This is an optimization exercise on Yosys and OpenROAD, whose aim is a short achievable clock period and few clock cycles, not a production implementation.
Function was checked by simulation only, so behaviour that the tests miss may differ from the original.
Power figures rest on the tool's default switching activity, not on a simulated workload.

the reference run:
Design CPU, start of the top module:
module CPU(
    input wire clk,
    input wire rst,
    output wire [19:0] instAddr_o,
    input wire [31:0] inst_i,
    output wire [19:0] dataAddr_o,
    output wire data_WE_n_o,
    output wire data_OE_n_o,
    output wire data_CE_n_o,
    output wire [3:0] data_be_n_o,
    output wire [31:0] data_o,
    input wire [31:0] data_i
);
For scale: about 15000 cells after synthesis, roughly 2000 flip-flops, roughly 150 I/O pins.
clock: 17.0 ns
lec_check: 0
cap_margin: 50
core_margin: 2
core_utilization: 30
place_density: 0.5
slew_margin: 50
standard.sh (not shown) runs the stock make flow with config.mk's settings and CLKGATE_MAP_FILE= SYNTH_SCRIPT=/design/flow/synth_recipe.tcl, a recipe that flattens the netlist after the stock synthesis.
==> flow/flow/run.sh <==
#!/bin/bash
# The standard layout (standard.sh: the standard flow's own synthesis and ORFS steps),
# with the timing repair aiming for more setup slack than the default, so
# that the layout is optimised well below the design's clock period. The
# clock period and all constraints are the design's (constraint.sdc).
set -euo pipefail
bash standard.sh SETUP_SLACK_MARGIN=13 finish > standard_flow.log 2>&1
The reference run | status: complete | timing, DRC, antenna: pass
Testbench counts of the reference run, summed over its fixed seeds: cycles 34,970.
The following lists how the trial run was set up differently from the reference run:
--- a/flow/design.v
+++ b/flow/design.v
@@ -2430,33 +2430,38 @@
     wire [31:0] dv_q, dv_r;
     mdiv div0(
         .clk(clk), .rst(rst),
         .start(e_div), .na(e_da), .nb(e_db),
         .busy(dv_busy), .done(dv_done), .zero_q(dv_zero_q), .q(dv_q), .r(dv_r)
     );
     wire i_hilo = i_mf | i_mthi | i_mtlo | i_mult | i_div;
     wire stall_load = e_lres && (s_hit_e || t_hit_e);
     wire i_mem = i_load | i_store;
-    wire [31:0] agu_base = s_hit_e ? ex_logic : id_s;    
-    wire [21:0] id_addr;
-    ksadd #(22) agu(.a(agu_base[21:0]), .b(simm[21:0]), .ci(1'b0), .s(id_addr), .co());
-    wire stall_mem = (i_mem && ((s_hit_e && !e_logic) || (s_hit_m && m_lres)))
+    wire e_orp = e_op[OP_OR] | e_op[OP_AND] | e_op[OP_PASSB];
+    wire [31:0] ex_orp = ({32{e_op[OP_OR]}} & (ex_a | ex_b))
+                       | ({32{e_op[OP_AND]}} & (ex_a & ex_b))
+                       | ({32{e_op[OP_PASSB]}} & ex_b);
+    wire [31:0] fs = s_hit_e ? ex_orp : id_s;
+    wire [31:0] ft = t_hit_e ? ex_orp : id_t;
+    wire [31:0] id_addr;
+    ksadd #(22) agu(.a(fs[21:0]), .b(simm[21:0]), .ci(1'b0), .s(id_addr[21:0]), .co());
+    assign id_addr[31:22] = 10'b0;
+    wire stall_mem = (i_mem && ((s_hit_e && !e_orp) || (s_hit_m && m_lres)))
                    || (i_store && ((t_hit_e && !e_logic) || (t_hit_m && m_lres)));
-    wire [31:0] fs = s_hit_e ? ex_logic : id_s;
-    wire [31:0] ft = t_hit_e ? ex_logic : id_t;
+    wire [31:0] sd = t_hit_e ? ex_logic : id_t;
     wire i_ctl_reg = i_br | i_jr;
     wire i_regop = i_mult | i_div;
     wire br_zadd = (i_cond[2] | i_cond[1]) && s_hit_e && e_op[OP_ADD];
     wire jr_fwd = i_jr && s_hit_e && e_logic;
     wire br_late = i_br && (s_hit_e || t_hit_e) && !e_lres && !br_zadd;
     wire stall_br = (i_ctl_reg && m_lres && (s_hit_m || t_hit_m))
                   || (i_jr && s_hit_e && !e_logic)
-                  || i_regop && ((m_lres && (s_hit_m || t_hit_m)) || ((s_hit_e || t_hit_e) && !e_logic))
+                  || i_regop && ((m_lres && (s_hit_m || t_hit_m)) || ((s_hit_e || t_hit_e) && !e_orp))
                   || (e_brl && (i_br || i_jr || i_j));
     wire stall_hilo = i_hilo && ((e_div && !dv_zero_q) || (dv_busy && !dv_done));
     wire stall = stall_load || stall_br || stall_hilo || stall_mem;
     wire [31:0] br_a = id_s;
     wire [31:0] br_b = id_t;
     wire ba_neg  = br_zadd ? sum_neg : br_a[31];
     wire ba_zero = br_zadd ? sum_zero : (br_a == 32'b0);
     reg taken;
     always @(*) begin
@@ -2560,19 +2565,19 @@
             e_mtlo <= i_mtlo;
             e_mult <= i_mult;
             e_div <= i_div;
             e_op <= i_op;
         end
         e_dst <= i_dst;
         e_ltype <= i_ltype;
         e_stype <= i_stype;
         e_addr <= id_addr[21:2];
-        e_sdata <= ft;
+        e_sdata <= sd;
         e_sgn <= i_sgn;
         e_a <= a_hit_e ? ex_out : a_hit_ml ? late_res : id_a;
         e_b <= b_hit_e ? ex_out : b_hit_ml ? late_res : id_b;
         e_lhi <= i_op[OP_MFHI];
         e_cond <= i_cond;
         e_pred <= pred;
         e_alt <= pred ? pc + 32'd4 : br_target;
         if (i_mult) begin
             e_ma <= fs;
==> comparison <==
The core of the trial run is less densely filled than that of the reference run. Relative to the reference run, placed wire-length estimate has gone down in the trial run. Count of clock-net buffers in the final layout of the trial run falls short of that of the reference run by a few percent. Largest voltage drop on the vdd net improves in the trial run relative to the reference run. Diff the reference run..the trial run | wire length per cell after detailed routing | negligible. On synthesized-area fraction occupied by ao, oa, aoi and oai cells, the higher figure sits with the reference run, not the trial run. Post-synthesis instance total was higher in the reference run than in the trial run. From the reference run to the trial run the numbers moved as follows: final total power neither gained nor lost much, filler cell count in the final layout saw little to no change, row count now smaller, worst-case setup margin in the final layout now larger, global-route wire length before repair decreased 0.84%. Non-clock buffer count: higher on the reference run. In the trial run the part of the power in the clock network turned out 0.8 points higher than in the reference run.
Testbench counts of the trial run, summed over its fixed seeds: cycles 34,976.

-- what the ideal ports hide --
No port has a modelled driver above. Below, the same layouts with a new extraction and two added sets of constraints.
Step 1 (the two cells are an assumption about what drives the block):
set clk [get_ports {clk}]
set_driving_cell -lib_cell sky130_fd_sc_hd__clkbuf_16 $clk
set_driving_cell -lib_cell sky130_fd_sc_hd__buf_2 [delete_from_list [all_inputs] $clk]
Step 2 times the ports against the registers' clock, not the clock port: input delays grow and output delays shrink by t, the midpoint of the rising clock arrivals with the driver on.
Slacks: ideal ports / drivers / drivers and shift; pairs: ideal ports / drivers.
run	shift t [ns]	slack for setup (ns)	latest minus earliest clock arrival (ns)	worst register clock-pin slew, ns	worst slew at a driven data input, ns
the reference run	1.034	11.962 / 11.962 / 11.171	0.105 / 0.104	0.09 / 0.09	0.25
the trial run	1.024	12.005 / 11.903 / 11.206	0.125 / 0.125	0.07 / 0.07	0.34
After both steps every run listed still meets setup and hold. The setup slack of the trial run, which loses most, moves by -0.102 ns with the drivers and by -0.799 ns with both steps.
